Source: an optimization exercise on an open RTL-to-GDS flow (aim: small area). Production flows keep margins and buffers that such runs may drop. Only simulation tests tie the RTL to the original design; equivalence was not proved. The clock port is modelled as an ideal driver, which makes a skipped or thinned clock tree look cheaper than it is; a real chip needs a root buffer or a tree. No activity file was given, so power comes from the tool's default toggle rates.

// TopModule
module TopModule(
    input wire clk,
    input wire reset,
    input wire entry_sensor,
    input wire exit_sensor,
    input wire [1:0] exit_location,  
    output reg door_status_light,    
    output reg lot_full_light,       
    output wire [3:0] parking_state,
    output wire [7:0] seg_out,
    output wire [4:0] anode,
    input wire echo,
    output trig
);
Size: ~250 cells after synthesis, ~110 flip-flops, ~27 I/O pins.
==> flow/config.mk <==
export PLATFORM = sky130hd
export DESIGN_NAME = TopModule
export DESIGN_NICKNAME = TopModule
export VERILOG_FILES = /design/flow/design.v
export SDC_FILE = /design/flow/constraint.sdc
export NUM_CORES = 4
export LEC_CHECK = 0
export CAP_MARGIN = 0
export CORE_MARGIN = 2
export CORE_UTILIZATION = 40
export SLEW_MARGIN = 0
==> flow/constraint.sdc <==
create_clock -name core_clock -period 10.0 [get_ports {clk}]
set_input_delay 2.0000 -clock core_clock [delete_from_list [all_inputs] [get_ports {clk}]]
set_output_delay 2.0000 -clock core_clock [all_outputs]
set_load 0.01 [all_outputs]
standard.sh (not shown) runs the stock make flow with config.mk's settings and CLKGATE_MAP_FILE= SYNTH_SCRIPT=/design/flow/synth_recipe.tcl, a recipe that flattens the netlist after the stock synthesis.
==> flow/flow/run.sh <==
#!/bin/bash
set -euo pipefail
export BUFFER_PORTS_ARGS="-buffer_cell sky130_fd_sc_hd__buf_1"
export CTS_ARGS="-sink_clustering_enable -repair_clock_nets -dont_use_dummy_load"
export POST_FLOORPLAN_TCL="$(pwd)/flow/downsize.tcl"
bash standard.sh finish > standard_flow.log 2>&1
==> flow/flow/downsize.tcl <==
# Swap every logic cell the synthesis sized up for its smallest drive-strength
# variant (same function and pins); the placement's repair_design sizes up
# again wherever slew, capacitance or timing needs it. Taps, fills and clock
# buffers are left alone.
set db [ord::get_db]
set block [[$db getChip] getBlock]
set dont_use [split $::env(DONT_USE_CELLS)]
set swapped 0
set saved 0
foreach inst [$block getInsts] {
  set m [$inst getMaster]
  set name [$m getName]
  if {![regexp {^(sky130_fd_sc_hd__[a-z0-9]+)_([0-9]+)$} $name -> base drv]} { continue }
  if {[regexp {tap|fill|decap|clkbuf|clkinv|clkdly|diode|conb} $base]} { continue }
  set best ""
  set bestw [$m getWidth]
  foreach d {0 1 2 4} {
    set cname ${base}_$d
    if {$cname eq $name} { continue }
    set cand [$db findMaster $cname]
    if {$cand eq "NULL" || $cand eq ""} { continue }
    set bad 0
    foreach pat $dont_use { if {$pat ne "" && [string match $pat $cname]} { set bad 1 } }
    if {$bad} { continue }
    if {[$cand getWidth] < $bestw} { set best $cand; set bestw [$cand getWidth] }
  }
  if {$best ne ""} {
    puts "downsize: [$inst getName] $name -> [$best getName]"
    incr saved [expr {[$m getWidth] - $bestw}]
    $inst swapMaster $best
    incr swapped
  }
}
puts "downsize: swapped $swapped cells, [expr {$saved / 1000.0}] um of row width saved"
==> next run, changes <==
--- a/flow/flow/run.sh
+++ b/flow/flow/run.sh
@@ -4,3 +4,4 @@
 export CTS_ARGS="-sink_clustering_enable -repair_clock_nets -dont_use_dummy_load"
 export POST_FLOORPLAN_TCL="$(pwd)/flow/downsize.tcl"
+export RECOVER_POWER=100
 bash standard.sh finish > standard_flow.log 2>&1
--- a/flow/flow/downsize.tcl
+++ b/flow/flow/downsize.tcl
@@ -33,2 +33,35 @@
 }
 puts "downsize: swapped $swapped cells, [expr {$saved / 1000.0}] um of row width saved"
+
+# A half adder whose SUM output drives nothing computes only COUT = A & B:
+# replace it with an and2 (and one whose COUT drives nothing with an xor2).
+proc my_net_unused {net} {
+  if {$net eq "NULL" || $net eq ""} { return 1 }
+  return [expr {[llength [$net getITerms]] <= 1 && [llength [$net getBTerms]] == 0}]
+}
+set and2 [$db findMaster sky130_fd_sc_hd__and2_1]
+set xor2 [$db findMaster sky130_fd_sc_hd__xor2_1]
+set nha 0
+foreach inst [$block getInsts] {
+  if {[[$inst getMaster] getName] ne "sky130_fd_sc_hd__ha_1"} { continue }
+  set a [[$inst findITerm A] getNet]
+  set b [[$inst findITerm B] getNet]
+  set s [[$inst findITerm SUM] getNet]
+  set c [[$inst findITerm COUT] getNet]
+  if {[my_net_unused $s]} {
+    set out $c; set m $and2
+  } elseif {[my_net_unused $c]} {
+    set out $s; set m $xor2
+  } else { continue }
+  set name [$inst getName]
+  foreach t [$inst getITerms] { if {[$t getNet] ne "NULL"} { $t disconnect } }
+  foreach n [list $s $c] { if {$n ne "NULL" && $n ne "" && $n ne $out && [llength [$n getITerms]] == 0 && [llength [$n getBTerms]] == 0} { odb::dbNet_destroy $n } }
+  odb::dbInst_destroy $inst
+  set new [odb::dbInst_create $block $m $name]
+  [$new findITerm A] connect $a
+  [$new findITerm B] connect $b
+  [$new findITerm X] connect $out
+  puts "downsize: half adder $name -> [$m getName]"
+  incr nha
+}
+puts "downsize: replaced $nha half adders"
Now the flow reached the layout checks and failed them: max-capacitance violations, max-slew violations. Hold slack gains 0.017 ns. Final area shrinks slightly. Area after synthesis stays the same. Fmax shrinks by a quarter to a third. Cell count is unchanged.
==> next run, changes <==
--- a/flow/flow/run.sh
+++ b/flow/flow/run.sh
@@ -4,4 +4,3 @@
 export CTS_ARGS="-sink_clustering_enable -repair_clock_nets -dont_use_dummy_load"
 export POST_FLOORPLAN_TCL="$(pwd)/flow/downsize.tcl"
-export RECOVER_POWER=100
 bash standard.sh finish > standard_flow.log 2>&1
==> flow/flow/downsize.tcl (replaced) <==
# Swap every logic cell the synthesis sized up for its smallest drive-strength
# variant (same function and pins); the placement's repair_design sizes up
# again wherever slew, capacitance or timing needs it. Taps, fills and clock
# buffers are left alone.
set db [ord::get_db]
set block [[$db getChip] getBlock]
set dont_use [split $::env(DONT_USE_CELLS)]
set swapped 0
set saved 0
foreach inst [$block getInsts] {
  set m [$inst getMaster]
  set name [$m getName]
  if {![regexp {^(sky130_fd_sc_hd__[a-z0-9]+)_([0-9]+)$} $name -> base drv]} { continue }
  if {[regexp {tap|fill|decap|clkbuf|clkinv|clkdly|diode|conb} $base]} { continue }
  set best ""
  set bestw [$m getWidth]
  foreach d {0 1 2 4} {
    set cname ${base}_$d
    if {$cname eq $name} { continue }
    set cand [$db findMaster $cname]
    if {$cand eq "NULL" || $cand eq ""} { continue }
    set bad 0
    foreach pat $dont_use { if {$pat ne "" && [string match $pat $cname]} { set bad 1 } }
    if {$bad} { continue }
    if {[$cand getWidth] < $bestw} { set best $cand; set bestw [$cand getWidth] }
  }
  if {$best ne ""} {
    puts "downsize: [$inst getName] $name -> [$best getName]"
    incr saved [expr {[$m getWidth] - $bestw}]
    $inst swapMaster $best
    incr swapped
  }
}
puts "downsize: swapped $swapped cells, [expr {$saved / 1000.0}] um of row width saved"
- PLACE_DENSITY: unset -> 0.8
After rerunning:
- With this change the flow completed without violations
- final cell count does not change
- die area is unchanged
- wire length rose by 1.6%
- critical path depth rose by 4
==> next run, changes <==
==> flow/flow/run.sh (replaced) <==
#!/bin/bash
set -euo pipefail
export BUFFER_PORTS_ARGS="-buffer_cell sky130_fd_sc_hd__buf_1"
export CTS_ARGS="-sink_clustering_enable -repair_clock_nets -dont_use_dummy_load -buf_list sky130_fd_sc_hd__clkbuf_8 -sink_buffer_max_cap_derate 1.0"
export POST_FLOORPLAN_TCL="$(pwd)/flow/downsize.tcl"
bash standard.sh finish > standard_flow.log 2>&1
- PLACE_DENSITY: 0.8 -> unset
Power drops by 0.44%.
Wire length drops by 3.0%.
Register-to-register slack hardly moves.
Setup slack gets better by 0.048 ns.
Combinational power stays flat.
Flip-flop and latch count stays the same.
Via count drops by 3.4%.
Cell count stays the same.
Fmax climbs by 1.2%.
Design area is about the same.
Worst hold slack gets worse by 0.010 ns.

TopModule, a different RTL version from the one above (not shown whole).
Size: about 0.0036 mm2 of cells after synthesis.
export LEC_CHECK = 0
export CAP_MARGIN = 20
export CORE_MARGIN = 2
export CORE_UTILIZATION = 40
export SLEW_MARGIN = 20
create_clock -name core_clock -period 10.0 [get_ports {clk}]
==> flow/flow/run.sh <==
#!/bin/bash
set -euo pipefail
export BUFFER_PORTS_ARGS="-buffer_cell sky130_fd_sc_hd__buf_1"
export CTS_ARGS="-sink_clustering_enable -repair_clock_nets -dont_use_dummy_load"
bash standard.sh finish > standard_flow.log 2>&1
Rerun with:
--- a/flow/flow/run.sh
+++ b/flow/flow/run.sh
@@ -4,2 +4,3 @@
 export CTS_ARGS="-sink_clustering_enable -repair_clock_nets -dont_use_dummy_load"
+export POST_FLOORPLAN_TCL="$(pwd)/flow/downsize.tcl"
 bash standard.sh finish > standard_flow.log 2>&1
==> flow/flow/downsize.tcl (new file) <==
# Swap every logic cell the synthesis sized up for its smallest drive-strength
# variant (same function and pins); the placement's repair_design sizes up
# again wherever slew, capacitance or timing needs it. Taps, fills and clock
# buffers are left alone.
set db [ord::get_db]
set block [[$db getChip] getBlock]
set dont_use [split $::env(DONT_USE_CELLS)]
set swapped 0
set saved 0
foreach inst [$block getInsts] {
  set m [$inst getMaster]
  set name [$m getName]
  if {![regexp {^(sky130_fd_sc_hd__[a-z0-9]+)_([0-9]+)$} $name -> base drv]} { continue }
  if {[regexp {tap|fill|decap|clkbuf|clkinv|clkdly|diode|conb} $base]} { continue }
  set best ""
  set bestw [$m getWidth]
  foreach d {0 1 2 4} {
    set cname ${base}_$d
    if {$cname eq $name} { continue }
    set cand [$db findMaster $cname]
    if {$cand eq "NULL" || $cand eq ""} { continue }
    set bad 0
    foreach pat $dont_use { if {$pat ne "" && [string match $pat $cname]} { set bad 1 } }
    if {$bad} { continue }
    if {[$cand getWidth] < $bestw} { set best $cand; set bestw [$cand getWidth] }
  }
  if {$best ne ""} {
    puts "downsize: [$inst getName] $name -> [$best getName]"
    incr saved [expr {[$m getWidth] - $bestw}]
    $inst swapMaster $best
    incr swapped
  }
}
puts "downsize: swapped $swapped cells, [expr {$saved / 1000.0}] um of row width saved"
CORE_UTILIZATION = 60   (was 40)
Effect:
- power falls slightly
- die area falls by a quarter to a third
- global-route usage rises by 6.4 points
- synthesized area does not change
- setup slack is worse by 49 ps
- routed wire length rises by a few percent
- combinational power falls by roughly a tenth
- final area falls by a few percent

Starting RTL as in the previous note.
Settings: LEC_CHECK=0, ABC_AREA=1, CAP_MARGIN=0, CORE_MARGIN=2, CORE_UTILIZATION=40, SLEW_MARGIN=0; clock period 10.0 ns.
==> flow/flow/run.sh <==
#!/bin/bash
set -euo pipefail
export BUFFER_PORTS_ARGS="-buffer_cell sky130_fd_sc_hd__buf_1"
export CTS_ARGS="-sink_clustering_enable -repair_clock_nets -dont_use_dummy_load"
export POST_CTS_TCL="$(pwd)/flow/clocktree.tcl"
export FLOW_CLK_GROUPS=3
export POST_FLOORPLAN_TCL="$(pwd)/flow/restructure.tcl"
bash standard.sh finish > standard_flow.log 2>&1
==> flow/flow/clocktree.tcl <==
# Replace the clock tree that clock tree synthesis built with a flatter one:
# the register clock pins are split by position into FLOW_CLK_GROUPS groups,
# each driven by one clkbuf_16 placed at the group's centre; the clock port
# feeds only these buffers. Every register keeps the same buffer depth (one),
# so no register's clock is delayed on purpose against the others.
set db [ord::get_db]
set block [[$db getChip] getBlock]
set k $::env(FLOW_CLK_GROUPS)
set clk [$block findNet clk]
set master [$db findMaster [expr {[info exists ::env(FLOW_CLK_CELL)] ? $::env(FLOW_CLK_CELL) : "sky130_fd_sc_hd__clkbuf_16"}]]
# the buffers and nets clock tree synthesis made
set cts_insts {}
foreach inst [$block getInsts] {
  if {[regexp {^clkbuf_[0-9]+_[0-9_]*(_f_)?clk$} [$inst getName]]} { lappend cts_insts $inst }
}
set nets [list $clk]
foreach n [$block getNets] { if {[string match clknet_* [$n getName]]} { lappend nets $n } }
set sinks {}
foreach n $nets {
  foreach it [$n getITerms] {
    set inst [$it getInst]
    if {[lsearch -exact $cts_insts $inst] >= 0} { continue }
    set loc [$inst getLocation]
    lappend sinks [list [lindex $loc 0] [lindex $loc 1] $it]
  }
}
puts "clocktree: removing [llength $cts_insts] clock tree buffers, [llength $sinks] sinks"
foreach inst $cts_insts {
  foreach it [$inst getITerms] { if {[$it getNet] ne "NULL"} { $it disconnect } }
  odb::dbInst_destroy $inst
}
foreach s $sinks { [lindex $s 2] disconnect }
foreach n $nets { if {$n ne $clk} { odb::dbNet_destroy $n } }
# recursive bisection of the sinks, alternately by x and by y, into k groups
proc my_bisect {items k axis} {
  if {$k <= 1} { return [list $items] }
  set sorted [lsort -integer -index $axis $items]
  set k1 [expr {$k / 2}]
  set cut [expr {[llength $sorted] * $k1 / $k}]
  set other [expr {1 - $axis}]
  return [concat [my_bisect [lrange $sorted 0 [expr {$cut - 1}]] $k1 $other] \
                 [my_bisect [lrange $sorted $cut end] [expr {$k - $k1}] $other]]
}
set g 0
foreach grp [my_bisect $sinks $k 0] {
  set sx 0; set sy 0
  foreach s $grp { incr sx [lindex $s 0]; incr sy [lindex $s 1] }
  set cx [expr {$sx / [llength $grp]}]; set cy [expr {$sy / [llength $grp]}]
  set bnet [odb::dbNet_create $block "clknet_grp$g"]
  $bnet setSigType CLOCK
  set buf [odb::dbInst_create $block $master "clkbuf_grp$g"]
  $buf setLocation $cx $cy
  $buf setPlacementStatus PLACED
  [$buf findITerm A] connect $clk
  [$buf findITerm X] connect $bnet
  foreach s $grp { [lindex $s 2] connect $bnet }
  puts "clocktree: group $g, [llength $grp] sinks, buffer at $cx $cy"
  incr g
}
detailed_placement
check_placement -verbose
estimate_parasitics -placement
report_clock_skew
report_check_types -max_slew -max_capacitance -violators
==> flow/flow/downsize.tcl <==
# Swap every logic cell the synthesis sized up for its smallest drive-strength
# variant (same function and pins); the placement's repair_design sizes up
# again wherever slew, capacitance or timing needs it. Taps, fills and clock
# buffers are left alone.
set db [ord::get_db]
set block [[$db getChip] getBlock]
set dont_use [split $::env(DONT_USE_CELLS)]
set swapped 0
set saved 0
foreach inst [$block getInsts] {
  set m [$inst getMaster]
  set name [$m getName]
  if {![regexp {^(sky130_fd_sc_hd__[a-z0-9]+)_([0-9]+)$} $name -> base drv]} { continue }
  if {[regexp {tap|fill|decap|clkbuf|clkinv|clkdly|diode|conb} $base]} { continue }
  set best ""
  set bestw [$m getWidth]
  foreach d {0 1 2 4} {
    set cname ${base}_$d
    if {$cname eq $name} { continue }
    set cand [$db findMaster $cname]
    if {$cand eq "NULL" || $cand eq ""} { continue }
    set bad 0
    foreach pat $dont_use { if {$pat ne "" && [string match $pat $cname]} { set bad 1 } }
    if {$bad} { continue }
    if {[$cand getWidth] < $bestw} { set best $cand; set bestw [$cand getWidth] }
  }
  if {$best ne ""} {
    puts "downsize: [$inst getName] $name -> [$best getName]"
    incr saved [expr {[$m getWidth] - $bestw}]
    $inst swapMaster $best
    incr swapped
  }
}
puts "downsize: swapped $swapped cells, [expr {$saved / 1000.0}] um of row width saved"

# A half adder whose SUM output drives nothing computes only COUT = A & B:
# replace it with an and2 (and one whose COUT drives nothing with an xor2).
proc my_net_unused {net} {
  if {$net eq "NULL" || $net eq ""} { return 1 }
  return [expr {[llength [$net getITerms]] <= 1 && [llength [$net getBTerms]] == 0}]
}
set and2 [$db findMaster sky130_fd_sc_hd__and2_1]
set xor2 [$db findMaster sky130_fd_sc_hd__xor2_1]
set nha 0
foreach inst [$block getInsts] {
  if {[[$inst getMaster] getName] ne "sky130_fd_sc_hd__ha_1"} { continue }
  set a [[$inst findITerm A] getNet]
  set b [[$inst findITerm B] getNet]
  set s [[$inst findITerm SUM] getNet]
  set c [[$inst findITerm COUT] getNet]
  if {[my_net_unused $s]} {
    set out $c; set m $and2
  } elseif {[my_net_unused $c]} {
    set out $s; set m $xor2
  } else { continue }
  set name [$inst getName]
  foreach t [$inst getITerms] { if {[$t getNet] ne "NULL"} { $t disconnect } }
  foreach n [list $s $c] { if {$n ne "NULL" && $n ne "" && $n ne $out && [llength [$n getITerms]] == 0 && [llength [$n getBTerms]] == 0} { odb::dbNet_destroy $n } }
  odb::dbInst_destroy $inst
  set new [odb::dbInst_create $block $m $name]
  [$new findITerm A] connect $a
  [$new findITerm B] connect $b
  [$new findITerm X] connect $out
  puts "downsize: half adder $name -> [$m getName]"
  incr nha
}
puts "downsize: replaced $nha half adders"

# Tie cells: constant nets that drive no port share one conb_1; the other
# tie cells feeding only such nets are removed.
proc my_tie_internal {t} {
  foreach it [$t getITerms] {
    set n [$it getNet]
    if {$n ne "NULL" && $n ne "" && [llength [$n getBTerms]] > 0} { return 0 }
  }
  return 1
}
set ties {}
foreach inst [$block getInsts] {
  if {[[$inst getMaster] getName] eq "sky130_fd_sc_hd__conb_1" && [my_tie_internal $inst]} { lappend ties $inst }
}
if {[llength $ties] > 1} {
  set keep [lindex $ties 0]
  foreach port {LO HI} {
    set kt [$keep findITerm $port]
    foreach t [lrange $ties 1 end] {
      set net [[$t findITerm $port] getNet]
      if {$net eq "NULL" || $net eq ""} { continue }
      set knet [$kt getNet]
      if {$knet eq "NULL" || $knet eq ""} {
        [$t findITerm $port] disconnect
        $kt connect $net
        continue
      }
      foreach it [$net getITerms] { if {[$it getInst] ne $t} { $it disconnect; $it connect $knet } }
      [$t findITerm $port] disconnect
      odb::dbNet_destroy $net
    }
  }
  foreach t [lrange $ties 1 end] {
    foreach it [$t getITerms] { if {[$it getNet] ne "NULL"} { $it disconnect } }
    odb::dbInst_destroy $t
  }
  puts "downsize: merged [llength $ties] internal tie cells into one"
}
==> flow/flow/restructure.tcl <==
# Re-map the combinational logic for area with OpenROAD's ABC-based restructure,
# on a copy of the liberty file without the platform's don't-use cells, then
# run downsize.tcl.
set here [file dirname [info script]]
set lib [lindex $::env(LIB_FILES) 0]
set wd $::env(OBJECTS_DIR)/restructure
file mkdir $wd
set flib $wd/restructure.lib
exec python3 $here/libfilter.py $lib $flib {*}$::env(DONT_USE_CELLS) >@ stdout
set lo [join $::env(TIELO_CELL_AND_PORT) "/"]
set hi [join $::env(TIEHI_CELL_AND_PORT) "/"]
set_dont_use $::env(DONT_USE_CELLS)
log_cmd restructure -target area -depth_threshold 4 -liberty_file $flib -tielo_port $lo -tiehi_port $hi -work_dir $wd -abc_logfile $wd/abc.log
source $here/downsize.tcl
Other scripts of this flow, unchanged in this note and not shown: flow/flow/libfilter.py
Edit:
--- a/flow/flow/clocktree.tcl
+++ b/flow/flow/clocktree.tcl
@@ -9,3 +9,3 @@
 set clk [$block findNet clk]
-set master [$db findMaster [expr {[info exists ::env(FLOW_CLK_CELL)] ? $::env(FLOW_CLK_CELL) : "sky130_fd_sc_hd__clkbuf_16"}]]
+set master [$db findMaster sky130_fd_sc_hd__clkbuf_16]
 # the buffers and nets clock tree synthesis made
--- a/flow/flow/downsize.tcl
+++ b/flow/flow/downsize.tcl
@@ -67,39 +67 @@
 puts "downsize: replaced $nha half adders"
-
-# Tie cells: constant nets that drive no port share one conb_1; the other
-# tie cells feeding only such nets are removed.
-proc my_tie_internal {t} {
-  foreach it [$t getITerms] {
-    set n [$it getNet]
-    if {$n ne "NULL" && $n ne "" && [llength [$n getBTerms]] > 0} { return 0 }
-  }
-  return 1
-}
-set ties {}
-foreach inst [$block getInsts] {
-  if {[[$inst getMaster] getName] eq "sky130_fd_sc_hd__conb_1" && [my_tie_internal $inst]} { lappend ties $inst }
-}
-if {[llength $ties] > 1} {
-  set keep [lindex $ties 0]
-  foreach port {LO HI} {
-    set kt [$keep findITerm $port]
-    foreach t [lrange $ties 1 end] {
-      set net [[$t findITerm $port] getNet]
-      if {$net eq "NULL" || $net eq ""} { continue }
-      set knet [$kt getNet]
-      if {$knet eq "NULL" || $knet eq ""} {
-        [$t findITerm $port] disconnect
-        $kt connect $net
-        continue
-      }
-      foreach it [$net getITerms] { if {[$it getInst] ne $t} { $it disconnect; $it connect $knet } }
-      [$t findITerm $port] disconnect
-      odb::dbNet_destroy $net
-    }
-  }
-  foreach t [lrange $ties 1 end] {
-    foreach it [$t getITerms] { if {[$it getNet] ne "NULL"} { $it disconnect } }
-    odb::dbInst_destroy $t
-  }
-  puts "downsize: merged [llength $ties] internal tie cells into one"
-}
--- a/flow/flow/restructure.tcl
+++ b/flow/flow/restructure.tcl
@@ -12,3 +12,3 @@
 set_dont_use $::env(DONT_USE_CELLS)
-log_cmd restructure -target area -depth_threshold 4 -liberty_file $flib -tielo_port $lo -tiehi_port $hi -work_dir $wd -abc_logfile $wd/abc.log
+log_cmd restructure -target area -liberty_file $flib -tielo_port $lo -tiehi_port $hi -work_dir $wd -abc_logfile $wd/abc.log
 source $here/downsize.tcl
- ABC_AREA: 1 -> default
=>
- design area grows by 0.30%
- worst setup slack degrades by 0.15 ns
- synthesized cell count shrinks by about 30%
- die area shrinks by about 4.4%
- global-route usage shrinks by 0.46 points
- first-iteration DRC count shrinks by 19%
- via count barely changes
- cell count shrinks by 3.1%
Edit:
--- a/flow/flow/clocktree.tcl
+++ b/flow/flow/clocktree.tcl
@@ -9,3 +9,3 @@
 set clk [$block findNet clk]
-set master [$db findMaster sky130_fd_sc_hd__clkbuf_16]
+set master [$db findMaster [expr {[info exists ::env(FLOW_CLK_CELL)] ? $::env(FLOW_CLK_CELL) : "sky130_fd_sc_hd__clkbuf_16"}]]
 # the buffers and nets clock tree synthesis made
--- a/flow/flow/downsize.tcl
+++ b/flow/flow/downsize.tcl
@@ -67 +67,39 @@
 puts "downsize: replaced $nha half adders"
+
+# Tie cells: constant nets that drive no port share one conb_1; the other
+# tie cells feeding only such nets are removed.
+proc my_tie_internal {t} {
+  foreach it [$t getITerms] {
+    set n [$it getNet]
+    if {$n ne "NULL" && $n ne "" && [llength [$n getBTerms]] > 0} { return 0 }
+  }
+  return 1
+}
+set ties {}
+foreach inst [$block getInsts] {
+  if {[[$inst getMaster] getName] eq "sky130_fd_sc_hd__conb_1" && [my_tie_internal $inst]} { lappend ties $inst }
+}
+if {[llength $ties] > 1} {
+  set keep [lindex $ties 0]
+  foreach port {LO HI} {
+    set kt [$keep findITerm $port]
+    foreach t [lrange $ties 1 end] {
+      set net [[$t findITerm $port] getNet]
+      if {$net eq "NULL" || $net eq ""} { continue }
+      set knet [$kt getNet]
+      if {$knet eq "NULL" || $knet eq ""} {
+        [$t findITerm $port] disconnect
+        $kt connect $net
+        continue
+      }
+      foreach it [$net getITerms] { if {[$it getInst] ne $t} { $it disconnect; $it connect $knet } }
+      [$t findITerm $port] disconnect
+      odb::dbNet_destroy $net
+    }
+  }
+  foreach t [lrange $ties 1 end] {
+    foreach it [$t getITerms] { if {[$it getNet] ne "NULL"} { $it disconnect } }
+    odb::dbInst_destroy $t
+  }
+  puts "downsize: merged [llength $ties] internal tie cells into one"
+}
- ABC_AREA: default -> 1
=>
- register-to-register slack degrades by 0.38 ns
- die area rises by 4.6%
- global-route usage goes up by 0.46 points
- final area drops by 0.30%
- combinational power drops by 35%
- worst setup slack gets better by 0.15 ns
Edit:
- CORE_UTILIZATION: 40 -> 70
- PLACE_DENSITY: default -> 0.9
Effect: Final cell count falls by about 14%. Synthesized area is unchanged. Fmax is lower by about 0.7%. Worst setup slack got worse by 0.030 ns.
No run of this note takes its clock network from TritonCTS; it comes from the design's own scripts or RTL.

[static timing again, ports no longer ideal]
In the flow no input, the clock included, has a driving cell. The finished layouts below were timed again as built, in two steps.
Step 1: set_driving_cell puts a clkbuf_16 on clk and a buf_2 on each other input, an assumption about the parent block.
Step 2 times the ports against the registers' clock, not the clock port: input delays grow and output delays shrink by t, the midpoint of the rising clock arrivals with the driver on.
a / b / c = ideal ports / drivers / drivers and shift; a / b = the first two.
| run | shift t [ns] | slack for setup (ns) | worst hold slack (ns) | clock arrival spread, ns | worst register clock-pin slew, ns |
|---|---|---|---|---|---|
| the first run of note 1 | 0.362 | 5.934 / 5.908 / 6.270 | 0.335 / 0.335 / 0.335 | 0.037 / 0.037 | 0.10 / 0.10 |
| the second run of note 1 | 0.369 | 4.423 / 4.434 / 4.065 | 0.351 / 0.351 / 0.351 | 0.038 / 0.038 | 0.10 / 0.10 |
| the third run of note 1 | 0.368 | 5.885 / 5.856 / 6.224 | 0.345 / 0.345 / 0.345 | 0.031 / 0.031 | 0.10 / 0.10 |
| the fourth run of note 1 | 0.362 | 5.934 / 5.908 / 6.270 | 0.335 / 0.335 / 0.335 | 0.037 / 0.037 | 0.10 / 0.10 |
| the first run of note 2 | 0.370 | 5.782 / 5.752 / 6.123 | 0.350 / 0.350 / 0.350 | 0.033 / 0.033 | 0.10 / 0.10 |
| the second run of note 2 | 0.365 | 5.734 / 5.707 / 6.072 | 0.325 / 0.325 / 0.325 | 0.029 / 0.029 | 0.09 / 0.09 |
| the first run of note 3 | 0.236 | 5.688 / 5.627 / 5.863 | 0.354 / 0.354 / 0.354 | 0.014 / 0.014 | 0.12 / 0.12 |
| the second run of note 3 | 0.230 | 5.533 / 5.474 / 5.704 | 0.353 / 0.353 / 0.353 | 0.008 / 0.008 | 0.11 / 0.11 |
| the third run of note 3 | 0.236 | 5.688 / 5.627 / 5.863 | 0.354 / 0.354 / 0.354 | 0.014 / 0.014 | 0.12 / 0.12 |
| the fourth run of note 3 | 0.231 | 5.657 / 5.594 / 5.826 | 0.347 / 0.347 / 0.347 | 0.014 / 0.015 | 0.12 / 0.12 |
For the second run of note 1, which loses most, drivers alone change the setup slack by +0.011 ns; drivers and shift together by -0.358 ns. Setup slack includes reset recovery checks.
